What follows belongs to an exercise in optimizing a design on an open flow for small area, a short achievable clock period and few clock cycles per item; a production flow would make more cautious choices. At most, simulation tests tie the RTL to the original design; equivalence was not proved. The RTL of run 1 was laid out without a check of its function.

## flow/design.v (module list and top-level ports; edited modules follow where they fit)
// module square_root32: 1122 lines
module square_root32(
		input wire iCLOCK,
		input wire inRESET,
		input wire iDATA_REQ,
		output wire oDATA_BUSY,
		input wire [31:0] iDATA,
		output wire oDATA_VALID,
		input wire iDATA_BUSY,
		output wire [15:0] oDATA
	);
  // ...
==> flow/flow/run.sh <==
#!/bin/bash
bash standard.sh SETUP_SLACK_MARGIN=10.9 BUFFER_PORTS_ARGS='-buffer_cell sky130_fd_sc_hd__buf_1' finish > standard.log 2>&1
==> flow/standard.sh <==
#!/bin/bash
# synth_recipe.tcl (not shown) runs the flow's synth.tcl, then flattens the netlist and writes it again
# the make line also repeats each setting of config.mk as NAME=value (left out here)
make -C /OpenROAD-flow-scripts/flow DESIGN_CONFIG=/design/flow/config.mk WORK_HOME=/design/flow/orfs CLKGATE_MAP_FILE= SYNTH_SCRIPT=/design/flow/synth_recipe.tcl "${@:-finish}"
==> flow/config.mk <==
export PLATFORM = sky130hd
export DESIGN_NAME = square_root32
export DESIGN_NICKNAME = square_root32
export VERILOG_FILES = /design/flow/design.v
export SDC_FILE = /design/flow/constraint.sdc
export NUM_CORES = 4
export LEC_CHECK = 0
export ABC_AREA = 1
export CAP_MARGIN = 20
export CORE_MARGIN = 2
export CORE_UTILIZATION = 55
export CTS_BUF_LIST = sky130_fd_sc_hd__clkbuf_16
export CTS_CLUSTER_DIAMETER = 80
export CTS_CLUSTER_SIZE = 28
export SLEW_MARGIN = 20
==> flow/constraint.sdc <==
create_clock -name core_clock -period 15.0 [get_ports {iCLOCK}]
set_input_delay 3.0000 -clock core_clock [delete_from_list [all_inputs] [get_ports {iCLOCK}]]
set_output_delay 3.0000 -clock core_clock [all_outputs]
set_load 0.01 [all_outputs]
==> metrics.md, run 1 <==
| Metric | Value |
|---|---|
| Largest cell class by area | `multi-input gates` |
| EDFF count, synth | `181` |
| Wire length per cell | `15.3 microns` |
| Clock-cell share of area | `3.08%` |
| Clock-pin slew on the worst setup and hold paths | `0.10 ns` |
| Vias in the first global route | `11500` |
| Core Area | `0.0253 sq mm` |
| Inverters | `293` |
| Post-synthesis mux area share | `0%` |
| Met3 WL | `1.99 mm` |
| RSZ-0062 raised after global routing | `true` |
| GRT overflow | `0` |
| Post-CTS Setup Bufs | `46` |
| Worst-path fanout max | `2` |
| Sequential cell area | `0.00593 sq mm` |
| Synth async-reset ratio | `3.43%` |
| Dpl cells | `2249` |
| Main combinational cell family by area after synthesis | `simple AND/OR/NAND/NOR gates` |
| WL final | `37.1 mm` |
| Slew @ Worst Pin | `0.962 ns` |
| Clock Tree Buf Depth | `3` |
| Design area | `0.0172 sq mm` |
| CLK BUF | `15` |
| Synth warn | `1` |
| Max-slew violation count | `0` |
| Status | `timing/DRC/antenna clean` |
| Max Used Layer | `met4` |
| Clock latency on the worst-skew pair | `0.50 ns` |
| Post-layout util | `67.9%` |
| Simple-gate share of the synthesized area | `33.5%` |
| CP bufs+invs | `1` |
| CP delay by family, top | `flip-flops` |
==> run 2: changes to the inputs <==
==> flow/design.v (replaced) <==
`default_nettype none
module square_root32(
		input wire iCLOCK,
		input wire inRESET,
		input wire iDATA_REQ,
		output wire oDATA_BUSY,
		input wire [31:0] iDATA,
		output wire oDATA_VALID,
		input wire iDATA_BUSY,
		output wire [15:0] oDATA
	);
	reg b_skid_valid;
	reg [15:0] b_skid_data;
	reg b_out_valid;
	reg [15:0] b_out_data;
	wire adv = !b_skid_valid;
	reg b_v1;
	reg b_v2;
	reg b_v3;
	reg b_v4;
	reg b_v5;
	reg b_v6;
	wire [31:0] x0;
	wire [0:0] q1;
	wire [1:0] r1;
	wire [29:0] x1;
	reg [1:0] qn2;
	wire [1:0] q2 = ~qn2;
	reg [2:0] r2;
	reg [27:0] x2;
	wire [2:0] q3;
	wire [3:0] r3;
	wire [25:0] x3;
	wire [3:0] q4;
	wire [4:0] r4;
	wire [23:0] x4;
	reg [4:0] qn5;
	wire [4:0] q5 = ~qn5;
	reg [5:0] r5;
	reg [21:0] x5;
	wire [5:0] q6;
	wire [6:0] r6;
	wire [19:0] x6;
	wire [6:0] q7;
	wire [7:0] r7;
	wire [17:0] x7;
	reg [7:0] qn8;
	wire [7:0] q8 = ~qn8;
	reg [8:0] r8;
	reg [15:0] x8;
	wire [8:0] q9;
	wire [9:0] r9;
	wire [13:0] x9;
	reg [9:0] qn10;
	wire [9:0] q10 = ~qn10;
	reg [10:0] r10;
	reg [11:0] x10;
	wire [10:0] q11;
	wire [11:0] r11;
	wire [9:0] x11;
	reg [11:0] qn12;
	wire [11:0] q12 = ~qn12;
	reg [12:0] r12;
	reg [7:0] x12;
	wire [12:0] q13;
	wire [13:0] r13;
	wire [5:0] x13;
	reg [13:0] qn14;
	wire [13:0] q14 = ~qn14;
	reg [14:0] r14;
	reg [3:0] x14;
	wire [14:0] q15;
	wire [15:0] r15;
	wire [1:0] x15;
	wire [15:0] q16;
	assign x0 = iDATA;
	wire ge0 = (x0[31:30] != 2'b00);
	assign q1 = {ge0};
	assign r1 = (ge0 ? (x0[31:30] - 2'd1) : x0[31:30]);
	assign x1 = x0[29:0];
	wire [3:0] t1 = {r1, x1[29:28]};
	wire [3:0] sn1 = {1'b1, ~q1, 2'b10};
	wire h1_1g = (t1[1] & sn1[1]) | ((t1[1] | sn1[1]) & (t1[0] | sn1[0]));
	wire h1_1p = (t1[1] | sn1[1]) & 1'b0;
	wire h1_2g = (t1[3] & sn1[3]) | ((t1[3] | sn1[3]) & (t1[2] & sn1[2]));
	wire h1_2p = (t1[3] | sn1[3]) & (t1[2] | sn1[2]);
	wire h1_3g = h1_2g | (h1_2p & h1_1g);
	wire h1_3p = h1_2p & h1_1p;
	wire h1_4g = (t1[2] & sn1[2]) | ((t1[2] | sn1[2]) & h1_1g);
	wire h1_4p = (t1[2] | sn1[2]) & h1_1p;
	wire [4:0] d1;
	assign d1[0] = ~(t1[0] ^ sn1[0]);
	assign d1[1] = t1[1] ^ (sn1[1] ^ (t1[0] | sn1[0]));
	assign d1[2] = t1[2] ^ (sn1[2] ^ h1_1g);
	assign d1[3] = t1[3] ^ (sn1[3] ^ h1_4g);
	assign d1[4] = ~h1_3g;
	wire ge1 = !d1[4];
	always @(posedge iCLOCK) begin
		if (adv) begin
			qn2 <= ~{q1, ge1};
			r2 <= (ge1 ? d1[2:0] : t1[2:0]);
			x2 <= x1[27:0];
		end
	end
	wire [4:0] t2 = {r2, x2[27:26]};
	wire [4:0] sn2 = {1'b1, ~q2, 2'b10};
	wire h2_1g = (t2[1] & sn2[1]) | ((t2[1] | sn2[1]) & (t2[0] | sn2[0]));
	wire h2_1p = (t2[1] | sn2[1]) & 1'b0;
	wire h2_2g = (t2[3] & sn2[3]) | ((t2[3] | sn2[3]) & (t2[2] & sn2[2]));
	wire h2_2p = (t2[3] | sn2[3]) & (t2[2] | sn2[2]);
	wire h2_3g = h2_2g | (h2_2p & h2_1g);
	wire h2_3p = h2_2p & h2_1p;
	wire h2_4g = (t2[2] & sn2[2]) | ((t2[2] | sn2[2]) & h2_1g);
	wire h2_4p = (t2[2] | sn2[2]) & h2_1p;
	wire h2_5g = (t2[4] & sn2[4]) | ((t2[4] | sn2[4]) & h2_3g);
	wire h2_5p = (t2[4] | sn2[4]) & h2_3p;
	wire [5:0] d2;
	assign d2[0] = ~(t2[0] ^ sn2[0]);
	assign d2[1] = t2[1] ^ (sn2[1] ^ (t2[0] | sn2[0]));
	assign d2[2] = t2[2] ^ (sn2[2] ^ h2_1g);
	assign d2[3] = t2[3] ^ (sn2[3] ^ h2_4g);
	assign d2[4] = t2[4] ^ (sn2[4] ^ h2_3g);
	assign d2[5] = ~h2_5g;
	wire ge2 = !d2[5];
	assign q3 = {q2, ge2};
	assign r3 = (ge2 ? d2[3:0] : t2[3:0]);
	assign x3 = x2[25:0];
	wire [5:0] t3 = {r3, x3[25:24]};
	wire [5:0] sn3 = {1'b1, ~q3, 2'b10};
	wire h3_1g = (t3[1] & sn3[1]) | ((t3[1] | sn3[1]) & (t3[0] | sn3[0]));
	wire h3_1p = (t3[1] | sn3[1]) & 1'b0;
	wire h3_2g = (t3[3] & sn3[3]) | ((t3[3] | sn3[3]) & (t3[2] & sn3[2]));
	wire h3_2p = (t3[3] | sn3[3]) & (t3[2] | sn3[2]);
	wire h3_3g = (t3[5] & sn3[5]) | ((t3[5] | sn3[5]) & (t3[4] & sn3[4]));
	wire h3_3p = (t3[5] | sn3[5]) & (t3[4] | sn3[4]);
	wire h3_4g = h3_2g | (h3_2p & h3_1g);
	wire h3_4p = h3_2p & h3_1p;
	wire h3_5g = h3_3g | (h3_3p & h3_4g);
	wire h3_5p = h3_3p & h3_4p;
	wire h3_6g = (t3[2] & sn3[2]) | ((t3[2] | sn3[2]) & h3_1g);
	wire h3_6p = (t3[2] | sn3[2]) & h3_1p;
	wire h3_7g = (t3[4] & sn3[4]) | ((t3[4] | sn3[4]) & h3_4g);
	wire h3_7p = (t3[4] | sn3[4]) & h3_4p;
	wire [6:0] d3;
	assign d3[0] = ~(t3[0] ^ sn3[0]);
	assign d3[1] = t3[1] ^ (sn3[1] ^ (t3[0] | sn3[0]));
	assign d3[2] = t3[2] ^ (sn3[2] ^ h3_1g);
	assign d3[3] = t3[3] ^ (sn3[3] ^ h3_6g);
	assign d3[4] = t3[4] ^ (sn3[4] ^ h3_4g);
	assign d3[5] = t3[5] ^ (sn3[5] ^ h3_7g);
	assign d3[6] = ~h3_5g;
	wire ge3 = !d3[6];
	assign q4 = {q3, ge3};
	assign r4 = (ge3 ? d3[4:0] : t3[4:0]);
	assign x4 = x3[23:0];
	wire [6:0] t4 = {r4, x4[23:22]};
	wire [6:0] sn4 = {1'b1, ~q4, 2'b10};
	wire h4_1g = (t4[1] & sn4[1]) | ((t4[1] | sn4[1]) & (t4[0] | sn4[0]));
	wire h4_1p = (t4[1] | sn4[1]) & 1'b0;
	wire h4_2g = (t4[3] & sn4[3]) | ((t4[3] | sn4[3]) & (t4[2] & sn4[2]));
	wire h4_2p = (t4[3] | sn4[3]) & (t4[2] | sn4[2]);
	wire h4_3g = (t4[5] & sn4[5]) | ((t4[5] | sn4[5]) & (t4[4] & sn4[4]));
	wire h4_3p = (t4[5] | sn4[5]) & (t4[4] | sn4[4]);
	wire h4_4g = h4_2g | (h4_2p & h4_1g);
	wire h4_4p = h4_2p & h4_1p;
	wire h4_5g = h4_3g | (h4_3p & h4_4g);
	wire h4_5p = h4_3p & h4_4p;
	wire h4_6g = (t4[2] & sn4[2]) | ((t4[2] | sn4[2]) & h4_1g);
	wire h4_6p = (t4[2] | sn4[2]) & h4_1p;
	wire h4_7g = (t4[4] & sn4[4]) | ((t4[4] | sn4[4]) & h4_4g);
	wire h4_7p = (t4[4] | sn4[4]) & h4_4p;
	wire h4_8g = (t4[6] & sn4[6]) | ((t4[6] | sn4[6]) & h4_5g);
	wire h4_8p = (t4[6] | sn4[6]) & h4_5p;
	wire [7:0] d4;
	assign d4[0] = ~(t4[0] ^ sn4[0]);
	assign d4[1] = t4[1] ^ (sn4[1] ^ (t4[0] | sn4[0]));
	assign d4[2] = t4[2] ^ (sn4[2] ^ h4_1g);
	assign d4[3] = t4[3] ^ (sn4[3] ^ h4_6g);
	assign d4[4] = t4[4] ^ (sn4[4] ^ h4_4g);
	assign d4[5] = t4[5] ^ (sn4[5] ^ h4_7g);
	assign d4[6] = t4[6] ^ (sn4[6] ^ h4_5g);
	assign d4[7] = ~h4_8g;
	wire ge4 = !d4[7];
	always @(posedge iCLOCK) begin
		if (adv) begin
			qn5 <= ~{q4, ge4};
			r5 <= (ge4 ? d4[5:0] : t4[5:0]);
			x5 <= x4[21:0];
		end
	end
	wire [7:0] t5 = {r5, x5[21:20]};
	wire [7:0] sn5 = {1'b1, ~q5, 2'b10};
	wire h5_1g = (t5[1] & sn5[1]) | ((t5[1] | sn5[1]) & (t5[0] | sn5[0]));
	wire h5_1p = (t5[1] | sn5[1]) & 1'b0;
	wire h5_2g = (t5[3] & sn5[3]) | ((t5[3] | sn5[3]) & (t5[2] & sn5[2]));
	wire h5_2p = (t5[3] | sn5[3]) & (t5[2] | sn5[2]);
	wire h5_3g = (t5[5] & sn5[5]) | ((t5[5] | sn5[5]) & (t5[4] & sn5[4]));
	wire h5_3p = (t5[5] | sn5[5]) & (t5[4] | sn5[4]);
	wire h5_4g = (t5[7] & sn5[7]) | ((t5[7] | sn5[7]) & (t5[6] & sn5[6]));
	wire h5_4p = (t5[7] | sn5[7]) & (t5[6] | sn5[6]);
	wire h5_5g = h5_2g | (h5_2p & h5_1g);
	wire h5_5p = h5_2p & h5_1p;
	wire h5_6g = h5_4g | (h5_4p & h5_3g);
	wire h5_6p = h5_4p & h5_3p;
	wire h5_7g = h5_6g | (h5_6p & h5_5g);
	wire h5_7p = h5_6p & h5_5p;
	wire h5_8g = h5_3g | (h5_3p & h5_5g);
	wire h5_8p = h5_3p & h5_5p;
	wire h5_9g = (t5[2] & sn5[2]) | ((t5[2] | sn5[2]) & h5_1g);
	wire h5_9p = (t5[2] | sn5[2]) & h5_1p;
	wire h5_10g = (t5[4] & sn5[4]) | ((t5[4] | sn5[4]) & h5_5g);
	wire h5_10p = (t5[4] | sn5[4]) & h5_5p;
	wire h5_11g = (t5[6] & sn5[6]) | ((t5[6] | sn5[6]) & h5_8g);
	wire h5_11p = (t5[6] | sn5[6]) & h5_8p;
	wire [8:0] d5;
	assign d5[0] = ~(t5[0] ^ sn5[0]);
	assign d5[1] = t5[1] ^ (sn5[1] ^ (t5[0] | sn5[0]));
	assign d5[2] = t5[2] ^ (sn5[2] ^ h5_1g);
	assign d5[3] = t5[3] ^ (sn5[3] ^ h5_9g);
	assign d5[4] = t5[4] ^ (sn5[4] ^ h5_5g);
	assign d5[5] = t5[5] ^ (sn5[5] ^ h5_10g);
	assign d5[6] = t5[6] ^ (sn5[6] ^ h5_8g);
	assign d5[7] = t5[7] ^ (sn5[7] ^ h5_11g);
	assign d5[8] = ~h5_7g;
	wire ge5 = !d5[8];
	assign q6 = {q5, ge5};
	assign r6 = (ge5 ? d5[6:0] : t5[6:0]);
	assign x6 = x5[19:0];
	wire [8:0] t6 = {r6, x6[19:18]};
	wire [8:0] sn6 = {1'b1, ~q6, 2'b10};
	wire h6_1g = (t6[1] & sn6[1]) | ((t6[1] | sn6[1]) & (t6[0] | sn6[0]));
	wire h6_1p = (t6[1] | sn6[1]) & 1'b0;
	wire h6_2g = (t6[3] & sn6[3]) | ((t6[3] | sn6[3]) & (t6[2] & sn6[2]));
	wire h6_2p = (t6[3] | sn6[3]) & (t6[2] | sn6[2]);
	wire h6_3g = (t6[5] & sn6[5]) | ((t6[5] | sn6[5]) & (t6[4] & sn6[4]));
	wire h6_3p = (t6[5] | sn6[5]) & (t6[4] | sn6[4]);
	wire h6_4g = (t6[7] & sn6[7]) | ((t6[7] | sn6[7]) & (t6[6] & sn6[6]));
	wire h6_4p = (t6[7] | sn6[7]) & (t6[6] | sn6[6]);
	wire h6_5g = h6_2g | (h6_2p & h6_1g);
	wire h6_5p = h6_2p & h6_1p;
	wire h6_6g = h6_4g | (h6_4p & h6_3g);
	wire h6_6p = h6_4p & h6_3p;
	wire h6_7g = h6_6g | (h6_6p & h6_5g);
	wire h6_7p = h6_6p & h6_5p;
	wire h6_8g = h6_3g | (h6_3p & h6_5g);
	wire h6_8p = h6_3p & h6_5p;
	wire h6_9g = (t6[2] & sn6[2]) | ((t6[2] | sn6[2]) & h6_1g);
	wire h6_9p = (t6[2] | sn6[2]) & h6_1p;
	wire h6_10g = (t6[4] & sn6[4]) | ((t6[4] | sn6[4]) & h6_5g);
	wire h6_10p = (t6[4] | sn6[4]) & h6_5p;
	wire h6_11g = (t6[6] & sn6[6]) | ((t6[6] | sn6[6]) & h6_8g);
	wire h6_11p = (t6[6] | sn6[6]) & h6_8p;
	wire h6_12g = (t6[8] & sn6[8]) | ((t6[8] | sn6[8]) & h6_7g);
	wire h6_12p = (t6[8] | sn6[8]) & h6_7p;
	wire [9:0] d6;
	assign d6[0] = ~(t6[0] ^ sn6[0]);
	assign d6[1] = t6[1] ^ (sn6[1] ^ (t6[0] | sn6[0]));
	assign d6[2] = t6[2] ^ (sn6[2] ^ h6_1g);
	assign d6[3] = t6[3] ^ (sn6[3] ^ h6_9g);
	assign d6[4] = t6[4] ^ (sn6[4] ^ h6_5g);
	assign d6[5] = t6[5] ^ (sn6[5] ^ h6_10g);
	assign d6[6] = t6[6] ^ (sn6[6] ^ h6_8g);
	assign d6[7] = t6[7] ^ (sn6[7] ^ h6_11g);
	assign d6[8] = t6[8] ^ (sn6[8] ^ h6_7g);
	assign d6[9] = ~h6_12g;
	wire ge6 = !d6[9];
	assign q7 = {q6, ge6};
	assign r7 = (ge6 ? d6[7:0] : t6[7:0]);
	assign x7 = x6[17:0];
	wire [9:0] t7 = {r7, x7[17:16]};
	wire [9:0] sn7 = {1'b1, ~q7, 2'b10};
	wire h7_1g = (t7[1] & sn7[1]) | ((t7[1] | sn7[1]) & (t7[0] | sn7[0]));
	wire h7_1p = (t7[1] | sn7[1]) & 1'b0;
	wire h7_2g = (t7[3] & sn7[3]) | ((t7[3] | sn7[3]) & (t7[2] & sn7[2]));
	wire h7_2p = (t7[3] | sn7[3]) & (t7[2] | sn7[2]);
	wire h7_3g = (t7[5] & sn7[5]) | ((t7[5] | sn7[5]) & (t7[4] & sn7[4]));
	wire h7_3p = (t7[5] | sn7[5]) & (t7[4] | sn7[4]);
	wire h7_4g = (t7[7] & sn7[7]) | ((t7[7] | sn7[7]) & (t7[6] & sn7[6]));
	wire h7_4p = (t7[7] | sn7[7]) & (t7[6] | sn7[6]);
	wire h7_5g = (t7[9] & sn7[9]) | ((t7[9] | sn7[9]) & (t7[8] & sn7[8]));
	wire h7_5p = (t7[9] | sn7[9]) & (t7[8] | sn7[8]);
	wire h7_6g = h7_2g | (h7_2p & h7_1g);
	wire h7_6p = h7_2p & h7_1p;
	wire h7_7g = h7_4g | (h7_4p & h7_3g);
	wire h7_7p = h7_4p & h7_3p;
	wire h7_8g = h7_7g | (h7_7p & h7_6g);
	wire h7_8p = h7_7p & h7_6p;
	wire h7_9g = h7_3g | (h7_3p & h7_6g);
	wire h7_9p = h7_3p & h7_6p;
	wire h7_10g = h7_5g | (h7_5p & h7_8g);
	wire h7_10p = h7_5p & h7_8p;
	wire h7_11g = (t7[2] & sn7[2]) | ((t7[2] | sn7[2]) & h7_1g);
	wire h7_11p = (t7[2] | sn7[2]) & h7_1p;
	wire h7_12g = (t7[4] & sn7[4]) | ((t7[4] | sn7[4]) & h7_6g);
	wire h7_12p = (t7[4] | sn7[4]) & h7_6p;
	wire h7_13g = (t7[6] & sn7[6]) | ((t7[6] | sn7[6]) & h7_9g);
	wire h7_13p = (t7[6] | sn7[6]) & h7_9p;
	wire h7_14g = (t7[8] & sn7[8]) | ((t7[8] | sn7[8]) & h7_8g);
	wire h7_14p = (t7[8] | sn7[8]) & h7_8p;
	wire [10:0] d7;
	assign d7[0] = ~(t7[0] ^ sn7[0]);
	assign d7[1] = t7[1] ^ (sn7[1] ^ (t7[0] | sn7[0]));
	assign d7[2] = t7[2] ^ (sn7[2] ^ h7_1g);
	assign d7[3] = t7[3] ^ (sn7[3] ^ h7_11g);
	assign d7[4] = t7[4] ^ (sn7[4] ^ h7_6g);
	assign d7[5] = t7[5] ^ (sn7[5] ^ h7_12g);
	assign d7[6] = t7[6] ^ (sn7[6] ^ h7_9g);
	assign d7[7] = t7[7] ^ (sn7[7] ^ h7_13g);
	assign d7[8] = t7[8] ^ (sn7[8] ^ h7_8g);
	assign d7[9] = t7[9] ^ (sn7[9] ^ h7_14g);
	assign d7[10] = ~h7_10g;
	wire ge7 = !d7[10];
	always @(posedge iCLOCK) begin
		if (adv) begin
			qn8 <= ~{q7, ge7};
			r8 <= (ge7 ? d7[8:0] : t7[8:0]);
			x8 <= x7[15:0];
		end
	end
	wire [10:0] t8 = {r8, x8[15:14]};
	wire [10:0] sn8 = {1'b1, ~q8, 2'b10};
	wire h8_1g = (t8[1] & sn8[1]) | ((t8[1] | sn8[1]) & (t8[0] | sn8[0]));
	wire h8_1p = (t8[1] | sn8[1]) & 1'b0;
	wire h8_2g = (t8[3] & sn8[3]) | ((t8[3] | sn8[3]) & (t8[2] & sn8[2]));
	wire h8_2p = (t8[3] | sn8[3]) & (t8[2] | sn8[2]);
	wire h8_3g = (t8[5] & sn8[5]) | ((t8[5] | sn8[5]) & (t8[4] & sn8[4]));
	wire h8_3p = (t8[5] | sn8[5]) & (t8[4] | sn8[4]);
	wire h8_4g = (t8[7] & sn8[7]) | ((t8[7] | sn8[7]) & (t8[6] & sn8[6]));
	wire h8_4p = (t8[7] | sn8[7]) & (t8[6] | sn8[6]);
	wire h8_5g = (t8[9] & sn8[9]) | ((t8[9] | sn8[9]) & (t8[8] & sn8[8]));
	wire h8_5p = (t8[9] | sn8[9]) & (t8[8] | sn8[8]);
	wire h8_6g = h8_2g | (h8_2p & h8_1g);
	wire h8_6p = h8_2p & h8_1p;
	wire h8_7g = h8_4g | (h8_4p & h8_3g);
	wire h8_7p = h8_4p & h8_3p;
	wire h8_8g = h8_7g | (h8_7p & h8_6g);
	wire h8_8p = h8_7p & h8_6p;
	wire h8_9g = h8_3g | (h8_3p & h8_6g);
	wire h8_9p = h8_3p & h8_6p;
	wire h8_10g = h8_5g | (h8_5p & h8_8g);
	wire h8_10p = h8_5p & h8_8p;
	wire h8_11g = (t8[2] & sn8[2]) | ((t8[2] | sn8[2]) & h8_1g);
	wire h8_11p = (t8[2] | sn8[2]) & h8_1p;
	wire h8_12g = (t8[4] & sn8[4]) | ((t8[4] | sn8[4]) & h8_6g);
	wire h8_12p = (t8[4] | sn8[4]) & h8_6p;
	wire h8_13g = (t8[6] & sn8[6]) | ((t8[6] | sn8[6]) & h8_9g);
	wire h8_13p = (t8[6] | sn8[6]) & h8_9p;
	wire h8_14g = (t8[8] & sn8[8]) | ((t8[8] | sn8[8]) & h8_8g);
	wire h8_14p = (t8[8] | sn8[8]) & h8_8p;
	wire h8_15g = (t8[10] & sn8[10]) | ((t8[10] | sn8[10]) & h8_10g);
	wire h8_15p = (t8[10] | sn8[10]) & h8_10p;
	wire [11:0] d8;
	assign d8[0] = ~(t8[0] ^ sn8[0]);
	assign d8[1] = t8[1] ^ (sn8[1] ^ (t8[0] | sn8[0]));
	assign d8[2] = t8[2] ^ (sn8[2] ^ h8_1g);
	assign d8[3] = t8[3] ^ (sn8[3] ^ h8_11g);
	assign d8[4] = t8[4] ^ (sn8[4] ^ h8_6g);
	assign d8[5] = t8[5] ^ (sn8[5] ^ h8_12g);
	assign d8[6] = t8[6] ^ (sn8[6] ^ h8_9g);
	assign d8[7] = t8[7] ^ (sn8[7] ^ h8_13g);
	assign d8[8] = t8[8] ^ (sn8[8] ^ h8_8g);
	assign d8[9] = t8[9] ^ (sn8[9] ^ h8_14g);
	assign d8[10] = t8[10] ^ (sn8[10] ^ h8_10g);
	assign d8[11] = ~h8_15g;
	wire ge8 = !d8[11];
	assign q9 = {q8, ge8};
	assign r9 = (ge8 ? d8[9:0] : t8[9:0]);
	assign x9 = x8[13:0];
	wire [11:0] t9 = {r9, x9[13:12]};
	wire [11:0] sn9 = {1'b1, ~q9, 2'b10};
	wire h9_1g = (t9[1] & sn9[1]) | ((t9[1] | sn9[1]) & (t9[0] | sn9[0]));
	wire h9_1p = (t9[1] | sn9[1]) & 1'b0;
	wire h9_2g = (t9[3] & sn9[3]) | ((t9[3] | sn9[3]) & (t9[2] & sn9[2]));
	wire h9_2p = (t9[3] | sn9[3]) & (t9[2] | sn9[2]);
	wire h9_3g = (t9[5] & sn9[5]) | ((t9[5] | sn9[5]) & (t9[4] & sn9[4]));
	wire h9_3p = (t9[5] | sn9[5]) & (t9[4] | sn9[4]);
	wire h9_4g = (t9[7] & sn9[7]) | ((t9[7] | sn9[7]) & (t9[6] & sn9[6]));
	wire h9_4p = (t9[7] | sn9[7]) & (t9[6] | sn9[6]);
	wire h9_5g = (t9[9] & sn9[9]) | ((t9[9] | sn9[9]) & (t9[8] & sn9[8]));
	wire h9_5p = (t9[9] | sn9[9]) & (t9[8] | sn9[8]);
	wire h9_6g = (t9[11] & sn9[11]) | ((t9[11] | sn9[11]) & (t9[10] & sn9[10]));
	wire h9_6p = (t9[11] | sn9[11]) & (t9[10] | sn9[10]);
	wire h9_7g = h9_2g | (h9_2p & h9_1g);
	wire h9_7p = h9_2p & h9_1p;
	wire h9_8g = h9_4g | (h9_4p & h9_3g);
	wire h9_8p = h9_4p & h9_3p;
	wire h9_9g = h9_6g | (h9_6p & h9_5g);
	wire h9_9p = h9_6p & h9_5p;
	wire h9_10g = h9_8g | (h9_8p & h9_7g);
	wire h9_10p = h9_8p & h9_7p;
	wire h9_11g = h9_9g | (h9_9p & h9_10g);
	wire h9_11p = h9_9p & h9_10p;
	wire h9_12g = h9_3g | (h9_3p & h9_7g);
	wire h9_12p = h9_3p & h9_7p;
	wire h9_13g = h9_5g | (h9_5p & h9_10g);
	wire h9_13p = h9_5p & h9_10p;
	wire h9_14g = (t9[2] & sn9[2]) | ((t9[2] | sn9[2]) & h9_1g);
	wire h9_14p = (t9[2] | sn9[2]) & h9_1p;
	wire h9_15g = (t9[4] & sn9[4]) | ((t9[4] | sn9[4]) & h9_7g);
	wire h9_15p = (t9[4] | sn9[4]) & h9_7p;
	wire h9_16g = (t9[6] & sn9[6]) | ((t9[6] | sn9[6]) & h9_12g);
	wire h9_16p = (t9[6] | sn9[6]) & h9_12p;
	wire h9_17g = (t9[8] & sn9[8]) | ((t9[8] | sn9[8]) & h9_10g);
	wire h9_17p = (t9[8] | sn9[8]) & h9_10p;
	wire h9_18g = (t9[10] & sn9[10]) | ((t9[10] | sn9[10]) & h9_13g);
	wire h9_18p = (t9[10] | sn9[10]) & h9_13p;
	wire [12:0] d9;
	assign d9[0] = ~(t9[0] ^ sn9[0]);
	assign d9[1] = t9[1] ^ (sn9[1] ^ (t9[0] | sn9[0]));
	assign d9[2] = t9[2] ^ (sn9[2] ^ h9_1g);
	assign d9[3] = t9[3] ^ (sn9[3] ^ h9_14g);
	assign d9[4] = t9[4] ^ (sn9[4] ^ h9_7g);
	assign d9[5] = t9[5] ^ (sn9[5] ^ h9_15g);
	assign d9[6] = t9[6] ^ (sn9[6] ^ h9_12g);
	assign d9[7] = t9[7] ^ (sn9[7] ^ h9_16g);
	assign d9[8] = t9[8] ^ (sn9[8] ^ h9_10g);
	assign d9[9] = t9[9] ^ (sn9[9] ^ h9_17g);
	assign d9[10] = t9[10] ^ (sn9[10] ^ h9_13g);
	assign d9[11] = t9[11] ^ (sn9[11] ^ h9_18g);
	assign d9[12] = ~h9_11g;
	wire ge9 = !d9[12];
	always @(posedge iCLOCK) begin
		if (adv) begin
			qn10 <= ~{q9, ge9};
			r10 <= (ge9 ? d9[10:0] : t9[10:0]);
			x10 <= x9[11:0];
		end
	end
	wire [12:0] t10 = {r10, x10[11:10]};
	wire [12:0] sn10 = {1'b1, ~q10, 2'b10};
	wire h10_1g = (t10[1] & sn10[1]) | ((t10[1] | sn10[1]) & (t10[0] | sn10[0]));
	wire h10_1p = (t10[1] | sn10[1]) & 1'b0;
	wire h10_2g = (t10[3] & sn10[3]) | ((t10[3] | sn10[3]) & (t10[2] & sn10[2]));
	wire h10_2p = (t10[3] | sn10[3]) & (t10[2] | sn10[2]);
	wire h10_3g = (t10[5] & sn10[5]) | ((t10[5] | sn10[5]) & (t10[4] & sn10[4]));
	wire h10_3p = (t10[5] | sn10[5]) & (t10[4] | sn10[4]);
	wire h10_4g = (t10[7] & sn10[7]) | ((t10[7] | sn10[7]) & (t10[6] & sn10[6]));
	wire h10_4p = (t10[7] | sn10[7]) & (t10[6] | sn10[6]);
	wire h10_5g = (t10[9] & sn10[9]) | ((t10[9] | sn10[9]) & (t10[8] & sn10[8]));
	wire h10_5p = (t10[9] | sn10[9]) & (t10[8] | sn10[8]);
	wire h10_6g = (t10[11] & sn10[11]) | ((t10[11] | sn10[11]) & (t10[10] & sn10[10]));
	wire h10_6p = (t10[11] | sn10[11]) & (t10[10] | sn10[10]);
	wire h10_7g = h10_2g | (h10_2p & h10_1g);
	wire h10_7p = h10_2p & h10_1p;
	wire h10_8g = h10_4g | (h10_4p & h10_3g);
	wire h10_8p = h10_4p & h10_3p;
	wire h10_9g = h10_6g | (h10_6p & h10_5g);
	wire h10_9p = h10_6p & h10_5p;
	wire h10_10g = h10_8g | (h10_8p & h10_7g);
	wire h10_10p = h10_8p & h10_7p;
	wire h10_11g = h10_9g | (h10_9p & h10_10g);
	wire h10_11p = h10_9p & h10_10p;
	wire h10_12g = h10_3g | (h10_3p & h10_7g);
	wire h10_12p = h10_3p & h10_7p;
	wire h10_13g = h10_5g | (h10_5p & h10_10g);
	wire h10_13p = h10_5p & h10_10p;
	wire h10_14g = (t10[2] & sn10[2]) | ((t10[2] | sn10[2]) & h10_1g);
	wire h10_14p = (t10[2] | sn10[2]) & h10_1p;
	wire h10_15g = (t10[4] & sn10[4]) | ((t10[4] | sn10[4]) & h10_7g);
	wire h10_15p = (t10[4] | sn10[4]) & h10_7p;
	wire h10_16g = (t10[6] & sn10[6]) | ((t10[6] | sn10[6]) & h10_12g);
	wire h10_16p = (t10[6] | sn10[6]) & h10_12p;
	wire h10_17g = (t10[8] & sn10[8]) | ((t10[8] | sn10[8]) & h10_10g);
	wire h10_17p = (t10[8] | sn10[8]) & h10_10p;
	wire h10_18g = (t10[10] & sn10[10]) | ((t10[10] | sn10[10]) & h10_13g);
	wire h10_18p = (t10[10] | sn10[10]) & h10_13p;
	wire h10_19g = (t10[12] & sn10[12]) | ((t10[12] | sn10[12]) & h10_11g);
	wire h10_19p = (t10[12] | sn10[12]) & h10_11p;
	wire [13:0] d10;
	assign d10[0] = ~(t10[0] ^ sn10[0]);
	assign d10[1] = t10[1] ^ (sn10[1] ^ (t10[0] | sn10[0]));
	assign d10[2] = t10[2] ^ (sn10[2] ^ h10_1g);
	assign d10[3] = t10[3] ^ (sn10[3] ^ h10_14g);
	assign d10[4] = t10[4] ^ (sn10[4] ^ h10_7g);
	assign d10[5] = t10[5] ^ (sn10[5] ^ h10_15g);
	assign d10[6] = t10[6] ^ (sn10[6] ^ h10_12g);
	assign d10[7] = t10[7] ^ (sn10[7] ^ h10_16g);
	assign d10[8] = t10[8] ^ (sn10[8] ^ h10_10g);
	assign d10[9] = t10[9] ^ (sn10[9] ^ h10_17g);
	assign d10[10] = t10[10] ^ (sn10[10] ^ h10_13g);
	assign d10[11] = t10[11] ^ (sn10[11] ^ h10_18g);
	assign d10[12] = t10[12] ^ (sn10[12] ^ h10_11g);
	assign d10[13] = ~h10_19g;
	wire ge10 = !d10[13];
	assign q11 = {q10, ge10};
	assign r11 = (ge10 ? d10[11:0] : t10[11:0]);
	assign x11 = x10[9:0];
	wire [13:0] t11 = {r11, x11[9:8]};
	wire [13:0] sn11 = {1'b1, ~q11, 2'b10};
	wire h11_1g = (t11[1] & sn11[1]) | ((t11[1] | sn11[1]) & (t11[0] | sn11[0]));
	wire h11_1p = (t11[1] | sn11[1]) & 1'b0;
	wire h11_2g = (t11[3] & sn11[3]) | ((t11[3] | sn11[3]) & (t11[2] & sn11[2]));
	wire h11_2p = (t11[3] | sn11[3]) & (t11[2] | sn11[2]);
	wire h11_3g = (t11[5] & sn11[5]) | ((t11[5] | sn11[5]) & (t11[4] & sn11[4]));
	wire h11_3p = (t11[5] | sn11[5]) & (t11[4] | sn11[4]);
	wire h11_4g = (t11[7] & sn11[7]) | ((t11[7] | sn11[7]) & (t11[6] & sn11[6]));
	wire h11_4p = (t11[7] | sn11[7]) & (t11[6] | sn11[6]);
	wire h11_5g = (t11[9] & sn11[9]) | ((t11[9] | sn11[9]) & (t11[8] & sn11[8]));
	wire h11_5p = (t11[9] | sn11[9]) & (t11[8] | sn11[8]);
	wire h11_6g = (t11[11] & sn11[11]) | ((t11[11] | sn11[11]) & (t11[10] & sn11[10]));
	wire h11_6p = (t11[11] | sn11[11]) & (t11[10] | sn11[10]);
	wire h11_7g = (t11[13] & sn11[13]) | ((t11[13] | sn11[13]) & (t11[12] & sn11[12]));
	wire h11_7p = (t11[13] | sn11[13]) & (t11[12] | sn11[12]);
	wire h11_8g = h11_2g | (h11_2p & h11_1g);
	wire h11_8p = h11_2p & h11_1p;
	wire h11_9g = h11_4g | (h11_4p & h11_3g);
	wire h11_9p = h11_4p & h11_3p;
	wire h11_10g = h11_6g | (h11_6p & h11_5g);
	wire h11_10p = h11_6p & h11_5p;
	wire h11_11g = h11_9g | (h11_9p & h11_8g);
	wire h11_11p = h11_9p & h11_8p;
	wire h11_12g = h11_10g | (h11_10p & h11_11g);
	wire h11_12p = h11_10p & h11_11p;
	wire h11_13g = h11_3g | (h11_3p & h11_8g);
	wire h11_13p = h11_3p & h11_8p;
	wire h11_14g = h11_5g | (h11_5p & h11_11g);
	wire h11_14p = h11_5p & h11_11p;
	wire h11_15g = h11_7g | (h11_7p & h11_12g);
	wire h11_15p = h11_7p & h11_12p;
	wire h11_16g = (t11[2] & sn11[2]) | ((t11[2] | sn11[2]) & h11_1g);
	wire h11_16p = (t11[2] | sn11[2]) & h11_1p;
	wire h11_17g = (t11[4] & sn11[4]) | ((t11[4] | sn11[4]) & h11_8g);
	wire h11_17p = (t11[4] | sn11[4]) & h11_8p;
	wire h11_18g = (t11[6] & sn11[6]) | ((t11[6] | sn11[6]) & h11_13g);
	wire h11_18p = (t11[6] | sn11[6]) & h11_13p;
	wire h11_19g = (t11[8] & sn11[8]) | ((t11[8] | sn11[8]) & h11_11g);
	wire h11_19p = (t11[8] | sn11[8]) & h11_11p;
	wire h11_20g = (t11[10] & sn11[10]) | ((t11[10] | sn11[10]) & h11_14g);
	wire h11_20p = (t11[10] | sn11[10]) & h11_14p;
	wire h11_21g = (t11[12] & sn11[12]) | ((t11[12] | sn11[12]) & h11_12g);
	wire h11_21p = (t11[12] | sn11[12]) & h11_12p;
	wire [14:0] d11;
	assign d11[0] = ~(t11[0] ^ sn11[0]);
	assign d11[1] = t11[1] ^ (sn11[1] ^ (t11[0] | sn11[0]));
	assign d11[2] = t11[2] ^ (sn11[2] ^ h11_1g);
	assign d11[3] = t11[3] ^ (sn11[3] ^ h11_16g);
	assign d11[4] = t11[4] ^ (sn11[4] ^ h11_8g);
	assign d11[5] = t11[5] ^ (sn11[5] ^ h11_17g);
	assign d11[6] = t11[6] ^ (sn11[6] ^ h11_13g);
	assign d11[7] = t11[7] ^ (sn11[7] ^ h11_18g);
	assign d11[8] = t11[8] ^ (sn11[8] ^ h11_11g);
	assign d11[9] = t11[9] ^ (sn11[9] ^ h11_19g);
	assign d11[10] = t11[10] ^ (sn11[10] ^ h11_14g);
	assign d11[11] = t11[11] ^ (sn11[11] ^ h11_20g);
	assign d11[12] = t11[12] ^ (sn11[12] ^ h11_12g);
	assign d11[13] = t11[13] ^ (sn11[13] ^ h11_21g);
	assign d11[14] = ~h11_15g;
	wire ge11 = !d11[14];
	always @(posedge iCLOCK) begin
		if (adv) begin
			qn12 <= ~{q11, ge11};
			r12 <= (ge11 ? d11[12:0] : t11[12:0]);
			x12 <= x11[7:0];
		end
	end
	wire [14:0] t12 = {r12, x12[7:6]};
	wire [14:0] sn12 = {1'b1, ~q12, 2'b10};
	wire h12_1g = (t12[1] & sn12[1]) | ((t12[1] | sn12[1]) & (t12[0] | sn12[0]));
	wire h12_1p = (t12[1] | sn12[1]) & 1'b0;
	wire h12_2g = (t12[3] & sn12[3]) | ((t12[3] | sn12[3]) & (t12[2] & sn12[2]));
	wire h12_2p = (t12[3] | sn12[3]) & (t12[2] | sn12[2]);
	wire h12_3g = (t12[5] & sn12[5]) | ((t12[5] | sn12[5]) & (t12[4] & sn12[4]));
	wire h12_3p = (t12[5] | sn12[5]) & (t12[4] | sn12[4]);
	wire h12_4g = (t12[7] & sn12[7]) | ((t12[7] | sn12[7]) & (t12[6] & sn12[6]));
	wire h12_4p = (t12[7] | sn12[7]) & (t12[6] | sn12[6]);
	wire h12_5g = (t12[9] & sn12[9]) | ((t12[9] | sn12[9]) & (t12[8] & sn12[8]));
	wire h12_5p = (t12[9] | sn12[9]) & (t12[8] | sn12[8]);
	wire h12_6g = (t12[11] & sn12[11]) | ((t12[11] | sn12[11]) & (t12[10] & sn12[10]));
	wire h12_6p = (t12[11] | sn12[11]) & (t12[10] | sn12[10]);
	wire h12_7g = (t12[13] & sn12[13]) | ((t12[13] | sn12[13]) & (t12[12] & sn12[12]));
	wire h12_7p = (t12[13] | sn12[13]) & (t12[12] | sn12[12]);
	wire h12_8g = h12_2g | (h12_2p & h12_1g);
	wire h12_8p = h12_2p & h12_1p;
	wire h12_9g = h12_4g | (h12_4p & h12_3g);
	wire h12_9p = h12_4p & h12_3p;
	wire h12_10g = h12_6g | (h12_6p & h12_5g);
	wire h12_10p = h12_6p & h12_5p;
	wire h12_11g = h12_9g | (h12_9p & h12_8g);
	wire h12_11p = h12_9p & h12_8p;
	wire h12_12g = h12_10g | (h12_10p & h12_11g);
	wire h12_12p = h12_10p & h12_11p;
	wire h12_13g = h12_3g | (h12_3p & h12_8g);
	wire h12_13p = h12_3p & h12_8p;
	wire h12_14g = h12_5g | (h12_5p & h12_11g);
	wire h12_14p = h12_5p & h12_11p;
	wire h12_15g = h12_7g | (h12_7p & h12_12g);
	wire h12_15p = h12_7p & h12_12p;
	wire h12_16g = (t12[2] & sn12[2]) | ((t12[2] | sn12[2]) & h12_1g);
	wire h12_16p = (t12[2] | sn12[2]) & h12_1p;
	wire h12_17g = (t12[4] & sn12[4]) | ((t12[4] | sn12[4]) & h12_8g);
	wire h12_17p = (t12[4] | sn12[4]) & h12_8p;
	wire h12_18g = (t12[6] & sn12[6]) | ((t12[6] | sn12[6]) & h12_13g);
	wire h12_18p = (t12[6] | sn12[6]) & h12_13p;
	wire h12_19g = (t12[8] & sn12[8]) | ((t12[8] | sn12[8]) & h12_11g);
	wire h12_19p = (t12[8] | sn12[8]) & h12_11p;
	wire h12_20g = (t12[10] & sn12[10]) | ((t12[10] | sn12[10]) & h12_14g);
	wire h12_20p = (t12[10] | sn12[10]) & h12_14p;
	wire h12_21g = (t12[12] & sn12[12]) | ((t12[12] | sn12[12]) & h12_12g);
	wire h12_21p = (t12[12] | sn12[12]) & h12_12p;
	wire h12_22g = (t12[14] & sn12[14]) | ((t12[14] | sn12[14]) & h12_15g);
	wire h12_22p = (t12[14] | sn12[14]) & h12_15p;
	wire [15:0] d12;
	assign d12[0] = ~(t12[0] ^ sn12[0]);
	assign d12[1] = t12[1] ^ (sn12[1] ^ (t12[0] | sn12[0]));
	assign d12[2] = t12[2] ^ (sn12[2] ^ h12_1g);
	assign d12[3] = t12[3] ^ (sn12[3] ^ h12_16g);
	assign d12[4] = t12[4] ^ (sn12[4] ^ h12_8g);
	assign d12[5] = t12[5] ^ (sn12[5] ^ h12_17g);
	assign d12[6] = t12[6] ^ (sn12[6] ^ h12_13g);
	assign d12[7] = t12[7] ^ (sn12[7] ^ h12_18g);
	assign d12[8] = t12[8] ^ (sn12[8] ^ h12_11g);
	assign d12[9] = t12[9] ^ (sn12[9] ^ h12_19g);
	assign d12[10] = t12[10] ^ (sn12[10] ^ h12_14g);
	assign d12[11] = t12[11] ^ (sn12[11] ^ h12_20g);
	assign d12[12] = t12[12] ^ (sn12[12] ^ h12_12g);
	assign d12[13] = t12[13] ^ (sn12[13] ^ h12_21g);
	assign d12[14] = t12[14] ^ (sn12[14] ^ h12_15g);
	assign d12[15] = ~h12_22g;
	wire ge12 = !d12[15];
	assign q13 = {q12, ge12};
	assign r13 = (ge12 ? d12[13:0] : t12[13:0]);
	assign x13 = x12[5:0];
	wire [15:0] t13 = {r13, x13[5:4]};
	wire [15:0] sn13 = {1'b1, ~q13, 2'b10};
	wire h13_1g = (t13[1] & sn13[1]) | ((t13[1] | sn13[1]) & (t13[0] | sn13[0]));
	wire h13_1p = (t13[1] | sn13[1]) & 1'b0;
	wire h13_2g = (t13[3] & sn13[3]) | ((t13[3] | sn13[3]) & (t13[2] & sn13[2]));
	wire h13_2p = (t13[3] | sn13[3]) & (t13[2] | sn13[2]);
	wire h13_3g = (t13[5] & sn13[5]) | ((t13[5] | sn13[5]) & (t13[4] & sn13[4]));
	wire h13_3p = (t13[5] | sn13[5]) & (t13[4] | sn13[4]);
	wire h13_4g = (t13[7] & sn13[7]) | ((t13[7] | sn13[7]) & (t13[6] & sn13[6]));
	wire h13_4p = (t13[7] | sn13[7]) & (t13[6] | sn13[6]);
	wire h13_5g = (t13[9] & sn13[9]) | ((t13[9] | sn13[9]) & (t13[8] & sn13[8]));
	wire h13_5p = (t13[9] | sn13[9]) & (t13[8] | sn13[8]);
	wire h13_6g = (t13[11] & sn13[11]) | ((t13[11] | sn13[11]) & (t13[10] & sn13[10]));
	wire h13_6p = (t13[11] | sn13[11]) & (t13[10] | sn13[10]);
	wire h13_7g = (t13[13] & sn13[13]) | ((t13[13] | sn13[13]) & (t13[12] & sn13[12]));
	wire h13_7p = (t13[13] | sn13[13]) & (t13[12] | sn13[12]);
	wire h13_8g = (t13[15] & sn13[15]) | ((t13[15] | sn13[15]) & (t13[14] & sn13[14]));
	wire h13_8p = (t13[15] | sn13[15]) & (t13[14] | sn13[14]);
	wire h13_9g = h13_2g | (h13_2p & h13_1g);
	wire h13_9p = h13_2p & h13_1p;
	wire h13_10g = h13_4g | (h13_4p & h13_3g);
	wire h13_10p = h13_4p & h13_3p;
	wire h13_11g = h13_6g | (h13_6p & h13_5g);
	wire h13_11p = h13_6p & h13_5p;
	wire h13_12g = h13_8g | (h13_8p & h13_7g);
	wire h13_12p = h13_8p & h13_7p;
	wire h13_13g = h13_10g | (h13_10p & h13_9g);
	wire h13_13p = h13_10p & h13_9p;
	wire h13_14g = h13_12g | (h13_12p & h13_11g);
	wire h13_14p = h13_12p & h13_11p;
	wire h13_15g = h13_14g | (h13_14p & h13_13g);
	wire h13_15p = h13_14p & h13_13p;
	wire h13_16g = h13_11g | (h13_11p & h13_13g);
	wire h13_16p = h13_11p & h13_13p;
	wire h13_17g = h13_3g | (h13_3p & h13_9g);
	wire h13_17p = h13_3p & h13_9p;
	wire h13_18g = h13_5g | (h13_5p & h13_13g);
	wire h13_18p = h13_5p & h13_13p;
	wire h13_19g = h13_7g | (h13_7p & h13_16g);
	wire h13_19p = h13_7p & h13_16p;
	wire h13_20g = (t13[2] & sn13[2]) | ((t13[2] | sn13[2]) & h13_1g);
	wire h13_20p = (t13[2] | sn13[2]) & h13_1p;
	wire h13_21g = (t13[4] & sn13[4]) | ((t13[4] | sn13[4]) & h13_9g);
	wire h13_21p = (t13[4] | sn13[4]) & h13_9p;
	wire h13_22g = (t13[6] & sn13[6]) | ((t13[6] | sn13[6]) & h13_17g);
	wire h13_22p = (t13[6] | sn13[6]) & h13_17p;
	wire h13_23g = (t13[8] & sn13[8]) | ((t13[8] | sn13[8]) & h13_13g);
	wire h13_23p = (t13[8] | sn13[8]) & h13_13p;
	wire h13_24g = (t13[10] & sn13[10]) | ((t13[10] | sn13[10]) & h13_18g);
	wire h13_24p = (t13[10] | sn13[10]) & h13_18p;
	wire h13_25g = (t13[12] & sn13[12]) | ((t13[12] | sn13[12]) & h13_16g);
	wire h13_25p = (t13[12] | sn13[12]) & h13_16p;
	wire h13_26g = (t13[14] & sn13[14]) | ((t13[14] | sn13[14]) & h13_19g);
	wire h13_26p = (t13[14] | sn13[14]) & h13_19p;
	wire [16:0] d13;
	assign d13[0] = ~(t13[0] ^ sn13[0]);
	assign d13[1] = t13[1] ^ (sn13[1] ^ (t13[0] | sn13[0]));
	assign d13[2] = t13[2] ^ (sn13[2] ^ h13_1g);
	assign d13[3] = t13[3] ^ (sn13[3] ^ h13_20g);
	assign d13[4] = t13[4] ^ (sn13[4] ^ h13_9g);
	assign d13[5] = t13[5] ^ (sn13[5] ^ h13_21g);
	assign d13[6] = t13[6] ^ (sn13[6] ^ h13_17g);
	assign d13[7] = t13[7] ^ (sn13[7] ^ h13_22g);
	assign d13[8] = t13[8] ^ (sn13[8] ^ h13_13g);
	assign d13[9] = t13[9] ^ (sn13[9] ^ h13_23g);
	assign d13[10] = t13[10] ^ (sn13[10] ^ h13_18g);
	assign d13[11] = t13[11] ^ (sn13[11] ^ h13_24g);
	assign d13[12] = t13[12] ^ (sn13[12] ^ h13_16g);
	assign d13[13] = t13[13] ^ (sn13[13] ^ h13_25g);
	assign d13[14] = t13[14] ^ (sn13[14] ^ h13_19g);
	assign d13[15] = t13[15] ^ (sn13[15] ^ h13_26g);
	assign d13[16] = ~h13_15g;
	wire ge13 = !d13[16];
	always @(posedge iCLOCK) begin
		if (adv) begin
			qn14 <= ~{q13, ge13};
			r14 <= (ge13 ? d13[14:0] : t13[14:0]);
			x14 <= x13[3:0];
		end
	end
	wire [16:0] t14 = {r14, x14[3:2]};
	wire [16:0] sn14 = {1'b1, ~q14, 2'b10};
	wire h14_1g = (t14[1] & sn14[1]) | ((t14[1] | sn14[1]) & (t14[0] | sn14[0]));
	wire h14_1p = (t14[1] | sn14[1]) & 1'b0;
	wire h14_2g = (t14[3] & sn14[3]) | ((t14[3] | sn14[3]) & (t14[2] & sn14[2]));
	wire h14_2p = (t14[3] | sn14[3]) & (t14[2] | sn14[2]);
	wire h14_3g = (t14[5] & sn14[5]) | ((t14[5] | sn14[5]) & (t14[4] & sn14[4]));
	wire h14_3p = (t14[5] | sn14[5]) & (t14[4] | sn14[4]);
	wire h14_4g = (t14[7] & sn14[7]) | ((t14[7] | sn14[7]) & (t14[6] & sn14[6]));
	wire h14_4p = (t14[7] | sn14[7]) & (t14[6] | sn14[6]);
	wire h14_5g = (t14[9] & sn14[9]) | ((t14[9] | sn14[9]) & (t14[8] & sn14[8]));
	wire h14_5p = (t14[9] | sn14[9]) & (t14[8] | sn14[8]);
	wire h14_6g = (t14[11] & sn14[11]) | ((t14[11] | sn14[11]) & (t14[10] & sn14[10]));
	wire h14_6p = (t14[11] | sn14[11]) & (t14[10] | sn14[10]);
	wire h14_7g = (t14[13] & sn14[13]) | ((t14[13] | sn14[13]) & (t14[12] & sn14[12]));
	wire h14_7p = (t14[13] | sn14[13]) & (t14[12] | sn14[12]);
	wire h14_8g = (t14[15] & sn14[15]) | ((t14[15] | sn14[15]) & (t14[14] & sn14[14]));
	wire h14_8p = (t14[15] | sn14[15]) & (t14[14] | sn14[14]);
	wire h14_9g = h14_2g | (h14_2p & h14_1g);
	wire h14_9p = h14_2p & h14_1p;
	wire h14_10g = h14_4g | (h14_4p & h14_3g);
	wire h14_10p = h14_4p & h14_3p;
	wire h14_11g = h14_6g | (h14_6p & h14_5g);
	wire h14_11p = h14_6p & h14_5p;
	wire h14_12g = h14_8g | (h14_8p & h14_7g);
	wire h14_12p = h14_8p & h14_7p;
	wire h14_13g = h14_10g | (h14_10p & h14_9g);
	wire h14_13p = h14_10p & h14_9p;
	wire h14_14g = h14_12g | (h14_12p & h14_11g);
	wire h14_14p = h14_12p & h14_11p;
	wire h14_15g = h14_14g | (h14_14p & h14_13g);
	wire h14_15p = h14_14p & h14_13p;
	wire h14_16g = h14_11g | (h14_11p & h14_13g);
	wire h14_16p = h14_11p & h14_13p;
	wire h14_17g = h14_3g | (h14_3p & h14_9g);
	wire h14_17p = h14_3p & h14_9p;
	wire h14_18g = h14_5g | (h14_5p & h14_13g);
	wire h14_18p = h14_5p & h14_13p;
	wire h14_19g = h14_7g | (h14_7p & h14_16g);
	wire h14_19p = h14_7p & h14_16p;
	wire h14_20g = (t14[2] & sn14[2]) | ((t14[2] | sn14[2]) & h14_1g);
	wire h14_20p = (t14[2] | sn14[2]) & h14_1p;
	wire h14_21g = (t14[4] & sn14[4]) | ((t14[4] | sn14[4]) & h14_9g);
	wire h14_21p = (t14[4] | sn14[4]) & h14_9p;
	wire h14_22g = (t14[6] & sn14[6]) | ((t14[6] | sn14[6]) & h14_17g);
	wire h14_22p = (t14[6] | sn14[6]) & h14_17p;
	wire h14_23g = (t14[8] & sn14[8]) | ((t14[8] | sn14[8]) & h14_13g);
	wire h14_23p = (t14[8] | sn14[8]) & h14_13p;
	wire h14_24g = (t14[10] & sn14[10]) | ((t14[10] | sn14[10]) & h14_18g);
	wire h14_24p = (t14[10] | sn14[10]) & h14_18p;
	wire h14_25g = (t14[12] & sn14[12]) | ((t14[12] | sn14[12]) & h14_16g);
	wire h14_25p = (t14[12] | sn14[12]) & h14_16p;
	wire h14_26g = (t14[14] & sn14[14]) | ((t14[14] | sn14[14]) & h14_19g);
	wire h14_26p = (t14[14] | sn14[14]) & h14_19p;
	wire h14_27g = (t14[16] & sn14[16]) | ((t14[16] | sn14[16]) & h14_15g);
	wire h14_27p = (t14[16] | sn14[16]) & h14_15p;
	wire [17:0] d14;
	assign d14[0] = ~(t14[0] ^ sn14[0]);
	assign d14[1] = t14[1] ^ (sn14[1] ^ (t14[0] | sn14[0]));
	assign d14[2] = t14[2] ^ (sn14[2] ^ h14_1g);
	assign d14[3] = t14[3] ^ (sn14[3] ^ h14_20g);
	assign d14[4] = t14[4] ^ (sn14[4] ^ h14_9g);
	assign d14[5] = t14[5] ^ (sn14[5] ^ h14_21g);
	assign d14[6] = t14[6] ^ (sn14[6] ^ h14_17g);
	assign d14[7] = t14[7] ^ (sn14[7] ^ h14_22g);
	assign d14[8] = t14[8] ^ (sn14[8] ^ h14_13g);
	assign d14[9] = t14[9] ^ (sn14[9] ^ h14_23g);
	assign d14[10] = t14[10] ^ (sn14[10] ^ h14_18g);
	assign d14[11] = t14[11] ^ (sn14[11] ^ h14_24g);
	assign d14[12] = t14[12] ^ (sn14[12] ^ h14_16g);
	assign d14[13] = t14[13] ^ (sn14[13] ^ h14_25g);
	assign d14[14] = t14[14] ^ (sn14[14] ^ h14_19g);
	assign d14[15] = t14[15] ^ (sn14[15] ^ h14_26g);
	assign d14[16] = t14[16] ^ (sn14[16] ^ h14_15g);
	assign d14[17] = ~h14_27g;
	wire ge14 = !d14[17];
	assign q15 = {q14, ge14};
	assign r15 = (ge14 ? d14[15:0] : t14[15:0]);
	assign x15 = x14[1:0];
	wire [17:0] t15 = {r15, x15[1:0]};
	wire [17:0] sn15 = {1'b1, ~q15, 2'b10};
	wire h15_1g = (t15[1] & sn15[1]) | ((t15[1] | sn15[1]) & (t15[0] | sn15[0]));
	wire h15_1p = (t15[1] | sn15[1]) & 1'b0;
	wire h15_2g = (t15[3] & sn15[3]) | ((t15[3] | sn15[3]) & (t15[2] & sn15[2]));
	wire h15_2p = (t15[3] | sn15[3]) & (t15[2] | sn15[2]);
	wire h15_3g = (t15[5] & sn15[5]) | ((t15[5] | sn15[5]) & (t15[4] & sn15[4]));
	wire h15_3p = (t15[5] | sn15[5]) & (t15[4] | sn15[4]);
	wire h15_4g = (t15[7] & sn15[7]) | ((t15[7] | sn15[7]) & (t15[6] & sn15[6]));
	wire h15_4p = (t15[7] | sn15[7]) & (t15[6] | sn15[6]);
	wire h15_5g = (t15[9] & sn15[9]) | ((t15[9] | sn15[9]) & (t15[8] & sn15[8]));
	wire h15_5p = (t15[9] | sn15[9]) & (t15[8] | sn15[8]);
	wire h15_6g = (t15[11] & sn15[11]) | ((t15[11] | sn15[11]) & (t15[10] & sn15[10]));
	wire h15_6p = (t15[11] | sn15[11]) & (t15[10] | sn15[10]);
	wire h15_7g = (t15[13] & sn15[13]) | ((t15[13] | sn15[13]) & (t15[12] & sn15[12]));
	wire h15_7p = (t15[13] | sn15[13]) & (t15[12] | sn15[12]);
	wire h15_8g = (t15[15] & sn15[15]) | ((t15[15] | sn15[15]) & (t15[14] & sn15[14]));
	wire h15_8p = (t15[15] | sn15[15]) & (t15[14] | sn15[14]);
	wire h15_9g = (t15[17] & sn15[17]) | ((t15[17] | sn15[17]) & (t15[16] & sn15[16]));
	wire h15_9p = (t15[17] | sn15[17]) & (t15[16] | sn15[16]);
	wire h15_10g = h15_2g | (h15_2p & h15_1g);
	wire h15_10p = h15_2p & h15_1p;
	wire h15_11g = h15_4g | (h15_4p & h15_3g);
	wire h15_11p = h15_4p & h15_3p;
	wire h15_12g = h15_6g | (h15_6p & h15_5g);
	wire h15_12p = h15_6p & h15_5p;
	wire h15_13g = h15_8g | (h15_8p & h15_7g);
	wire h15_13p = h15_8p & h15_7p;
	wire h15_14g = h15_11g | (h15_11p & h15_10g);
	wire h15_14p = h15_11p & h15_10p;
	wire h15_15g = h15_13g | (h15_13p & h15_12g);
	wire h15_15p = h15_13p & h15_12p;
	wire h15_16g = h15_15g | (h15_15p & h15_14g);
	wire h15_16p = h15_15p & h15_14p;
	wire h15_17g = h15_12g | (h15_12p & h15_14g);
	wire h15_17p = h15_12p & h15_14p;
	wire h15_18g = h15_3g | (h15_3p & h15_10g);
	wire h15_18p = h15_3p & h15_10p;
	wire h15_19g = h15_5g | (h15_5p & h15_14g);
	wire h15_19p = h15_5p & h15_14p;
	wire h15_20g = h15_7g | (h15_7p & h15_17g);
	wire h15_20p = h15_7p & h15_17p;
	wire h15_21g = h15_9g | (h15_9p & h15_16g);
	wire h15_21p = h15_9p & h15_16p;
	wire h15_22g = (t15[2] & sn15[2]) | ((t15[2] | sn15[2]) & h15_1g);
	wire h15_22p = (t15[2] | sn15[2]) & h15_1p;
	wire h15_23g = (t15[4] & sn15[4]) | ((t15[4] | sn15[4]) & h15_10g);
	wire h15_23p = (t15[4] | sn15[4]) & h15_10p;
	wire h15_24g = (t15[6] & sn15[6]) | ((t15[6] | sn15[6]) & h15_18g);
	wire h15_24p = (t15[6] | sn15[6]) & h15_18p;
	wire h15_25g = (t15[8] & sn15[8]) | ((t15[8] | sn15[8]) & h15_14g);
	wire h15_25p = (t15[8] | sn15[8]) & h15_14p;
	wire h15_26g = (t15[10] & sn15[10]) | ((t15[10] | sn15[10]) & h15_19g);
	wire h15_26p = (t15[10] | sn15[10]) & h15_19p;
	wire h15_27g = (t15[12] & sn15[12]) | ((t15[12] | sn15[12]) & h15_17g);
	wire h15_27p = (t15[12] | sn15[12]) & h15_17p;
	wire h15_28g = (t15[14] & sn15[14]) | ((t15[14] | sn15[14]) & h15_20g);
	wire h15_28p = (t15[14] | sn15[14]) & h15_20p;
	wire h15_29g = (t15[16] & sn15[16]) | ((t15[16] | sn15[16]) & h15_16g);
	wire h15_29p = (t15[16] | sn15[16]) & h15_16p;
	wire [18:0] d15;
	assign d15[0] = ~(t15[0] ^ sn15[0]);
	assign d15[1] = t15[1] ^ (sn15[1] ^ (t15[0] | sn15[0]));
	assign d15[2] = t15[2] ^ (sn15[2] ^ h15_1g);
	assign d15[3] = t15[3] ^ (sn15[3] ^ h15_22g);
	assign d15[4] = t15[4] ^ (sn15[4] ^ h15_10g);
	assign d15[5] = t15[5] ^ (sn15[5] ^ h15_23g);
	assign d15[6] = t15[6] ^ (sn15[6] ^ h15_18g);
	assign d15[7] = t15[7] ^ (sn15[7] ^ h15_24g);
	assign d15[8] = t15[8] ^ (sn15[8] ^ h15_14g);
	assign d15[9] = t15[9] ^ (sn15[9] ^ h15_25g);
	assign d15[10] = t15[10] ^ (sn15[10] ^ h15_19g);
	assign d15[11] = t15[11] ^ (sn15[11] ^ h15_26g);
	assign d15[12] = t15[12] ^ (sn15[12] ^ h15_17g);
	assign d15[13] = t15[13] ^ (sn15[13] ^ h15_27g);
	assign d15[14] = t15[14] ^ (sn15[14] ^ h15_20g);
	assign d15[15] = t15[15] ^ (sn15[15] ^ h15_28g);
	assign d15[16] = t15[16] ^ (sn15[16] ^ h15_16g);
	assign d15[17] = t15[17] ^ (sn15[17] ^ h15_29g);
	assign d15[18] = ~h15_21g;
	wire ge15 = !d15[18];
	wire [15:0] res = {q15, ge15};
	always @(posedge iCLOCK or negedge inRESET) begin
		if (!inRESET) b_v1 <= 1'b0;
		else if (adv) b_v1 <= iDATA_REQ;
	end
	always @(posedge iCLOCK or negedge inRESET) begin
		if (!inRESET) b_v2 <= 1'b0;
		else if (adv) b_v2 <= b_v1;
	end
	always @(posedge iCLOCK or negedge inRESET) begin
		if (!inRESET) b_v3 <= 1'b0;
		else if (adv) b_v3 <= b_v2;
	end
	always @(posedge iCLOCK or negedge inRESET) begin
		if (!inRESET) b_v4 <= 1'b0;
		else if (adv) b_v4 <= b_v3;
	end
	always @(posedge iCLOCK or negedge inRESET) begin
		if (!inRESET) b_v5 <= 1'b0;
		else if (adv) b_v5 <= b_v4;
	end
	always @(posedge iCLOCK or negedge inRESET) begin
		if (!inRESET) b_v6 <= 1'b0;
		else if (adv) b_v6 <= b_v5;
	end
	wire out_free = !b_out_valid || !iDATA_BUSY;
	always @(posedge iCLOCK or negedge inRESET) begin
		if (!inRESET) begin
			b_out_valid <= 1'b0;
			b_skid_valid <= 1'b0;
		end else if (out_free) begin
			b_out_valid <= b_skid_valid || b_v6;
			b_skid_valid <= 1'b0;
		end else if (!b_skid_valid) begin
			b_skid_valid <= b_v6;
		end
	end
	always @(posedge iCLOCK) begin
		if (out_free) b_out_data <= b_skid_valid ? b_skid_data : res;
		if (!b_skid_valid) b_skid_data <= res;
	end
	assign oDATA_BUSY = b_skid_valid;
	assign oDATA_VALID = b_out_valid;
	assign oDATA = b_out_data;
endmodule
`default_nettype wire
==> run 2 against run 1 <==
  * Cell area decreased by 13%
  * Via count decreased by 25%
  * Synthesized area decreased by 2.3%
  * Hold slack improved by 0.0049 ns
  * Non-clock buffer count decreased by 134
  * Synthesized cell count decreased by 18%
  * Critical path depth unchanged
  * Critical endpoint is now oDATA[2]
==> metrics.md, run 2 <==
| Metric | Value |
|---|---|
| Core Area | `0.0250 sq mm (was 0.0253 sq mm)` |
| Synth async-reset ratio | `3.36% (was 3.43%)` |
| Period Utilization, post-route | `26.9% (was 27.4%)` |
| FF-to-FF setup slack | `11.14 ns (was 10.96 ns)` |
| Slew @ Worst Pin | `0.939 ns (was 0.962 ns)` |
| Initial antenna violation count | `0 (unchanged)` |
| Critical path origin | `b_out_data[2] (was b_skid_valid)` |
| Final net count | `1712 (was 2169)` |
| Wire length per cell | `12.7 microns (was 15.3 microns)` |
| Synth warn | `1 (unchanged)` |
| Syn nets | `1655 (was 1968)` |
| Syn_area_per_cell | `8.99 sq um (was 7.55 sq um)` |
| Final Skew | `0.0295 ns (was 0.0198 ns)` |
| CP max stage delay | `0.41 ns (was 0.49 ns)` |
| Post-synth top area share | `46.1% (was 38.1%)` |
| WL final | `24.7 mm (was 37.1 mm)` |
| Ant diodes | `0 (unchanged)` |
| Port Buffers | `53 (unchanged)` |
| Clock Tree Buf Depth | `3 (unchanged)` |
| GRT overflow | `0 (unchanged)` |
| Clock-pin slew on the worst setup and hold paths | `0.10 ns (about the same)` |
| Initial Utilization | `55.6% (was 56.3%)` |
| Height of the die | `163 microns (was 165 microns)` |
| Maximum number of pins on one net before global-route repair | `141 (was 100)` |
| Share of layout cells above drive strength 1 | `6.26% (was 19.9%)` |
| Clock latency on the worst-skew pair | `0.51 ns (was 0.50 ns)` |
| Status | `timing/DRC/antenna clean (unchanged)` |
| Cell Area, Synth | `0.0139 sq mm (was 0.0143 sq mm)` |
| CTS tree | `yes (unchanged)` |
| FF-to-FF End | `r8[7] (was r14[5])` |
| Setup crit end kind | `output port (unchanged)` |
| Max-slew violation count | `0 (unchanged)` |
| CP delay by family, top | `flip-flops (unchanged)` |
| Relative slew slack | `37.4% (was 35.9%)` |
| Largest registers | `x2 (28), x5 (22) (unchanged)` |
| Final period demand of the worst path | `4.04 ns (was 4.11 ns)` |
| Top cells by count, synth | `424 x nand2_1, 252 x inv_1, 214 x edfxtp_1, 105 x nand3_1, 105 x o21ai_0 (was 660 x nand2_1, 266 x inv_1, 181 x edfxtp_1, 134 x nor2_1, 133 x nand3_1)` |
| RSZ-0062 raised after global routing | `true (unchanged)` |
| Vias in the first global route | `9365 (was 11500)` |
| Hold crit path type | `flop to flop (unchanged)` |
| Dpl cells | `1913 (was 2249)` |
| Final ANT Viol Nets | `0 (unchanged)` |
| EDFF count, synth | `214 (was 181)` |
| Cts bufs inserted | `15 (unchanged)` |
| Gr usage total | `19.0% (was 26.6%)` |
| Worst-path fanout max | `1 (was 2)` |
| CTS Root Cell | `clkbuf_16 (unchanged)` |
| CP bufs+invs | `1 (unchanged)` |
==> run 2: cell types whose count changed after synthesis, moves of 25 or more <==
cell	delta
fa_1	+27
nand3_2	-25
nand3_1	-28
edfxtp_1	+33
nand2_1	-236
nand4_1	-34
nor2_1	-43
==> run 2: layer usage <==
metal | up-vias | global-route usage, % | share of wire, %
li1 | 5116 | - | -
met1 | 4487 | 20.0 | 39
met2 | 89 | 39.0 | 57
met3 | 28 | 2.23 | 2.0
met4 | 0 | 5.07 | 2.2
met5 | - | 0 | 0
==> run 2: how the worst min path moves through the flow <==
stage / depth (start not counted) / from / slack, ns / endpoint
6_report: 0 / x10[6] / 0.42 / x12[6]
5_1_grt: 0 / x10[6] / 0.41 / x12[6]
2_1_floorplan: 0 / x8[0] / 0.40 / x10[0]
3_5_place_dp: 0 / x8[4] / 0.40 / x10[4]
3_3_place_gp: 0 / x8[2] / 0.40 / x10[2]
4_1_cts: 0 / x10[6] / 0.41 / x12[6]
==> run 2: kinds of logic (layout without fill, tap and decap cells) <==
logic type                 after synthesis  count (layout)  share of synthesized area [%]
buffers and inverters                  283             348                           8.17
DFF                                    238             238                           49.9
AOI/OAI and AO/OA                      205             205                           8.07
and+or+nand+nor                        689             689                           21.3
xor gates and xnor gates                64              64                           4.03
adders and majority gates               70              70                           8.55
==> run 2: cell type report <==
| class | count | area, sq um |
|---|---|---|
| Tap cell | 330 | 413 |
| Inverter | 262 | 997 |
| Timing Repair Buffer | 61 | 259 |
| Multi-Input combinational cell | 1028 | 5880 |
| Sequential cell | 238 | 6950 |
| Clock buffer | 15 | 375 |
| Fill cell | 2240 | 10000 |
| Clock inverter | 10 | 163 |
==> run 2: stage by stage <==
stage	worst slack, ns	util, %	cell area [sq um]	hold slack [ns]
detailed placement	10.94	57.5	14400	0.405
CTS	10.92	59.7	14900	0.411
global route	10.82	60.0	15000	0.410
finish	10.96	60.0	15000	0.419
global placement	10.97	57.5	14400	0.400
floorplan	11.13	-	13900	0.400
==> run 2: timing repair <==
action | in CTS | in global routing
endpoints found under the setup margin | 0 | 32
gates resized for setup | 0 | 9
setup buffers | 0 | 6
hold buffers | 0 | 0
Testbench counts of run 2, summed over its fixed seeds: cycles 12,056, items 12,000.

==> port drivers added, routing unchanged <==
In the flow no input, the clock included, has a driving cell. The finished layouts below were timed again as built, in two steps.
Step 1: set_driving_cell puts a clkbuf_16 on iCLOCK and a buf_2 on each other input, an assumption about the parent block.
Step 2 times the ports against the registers' clock, not the clock port: input delays grow and output delays shrink by t, the midpoint of the rising clock arrivals with the driver on.
Three values: no drivers, after step 1, after step 2; two values: the first two.
run | t (ns) | slack for setup (ns)
run 1 | 0.536 | 10.890 / 10.841 / 10.958
run 2 | 0.542 | 10.964 / 10.918 / 10.949
After both steps setup and hold are still met in every run listed.
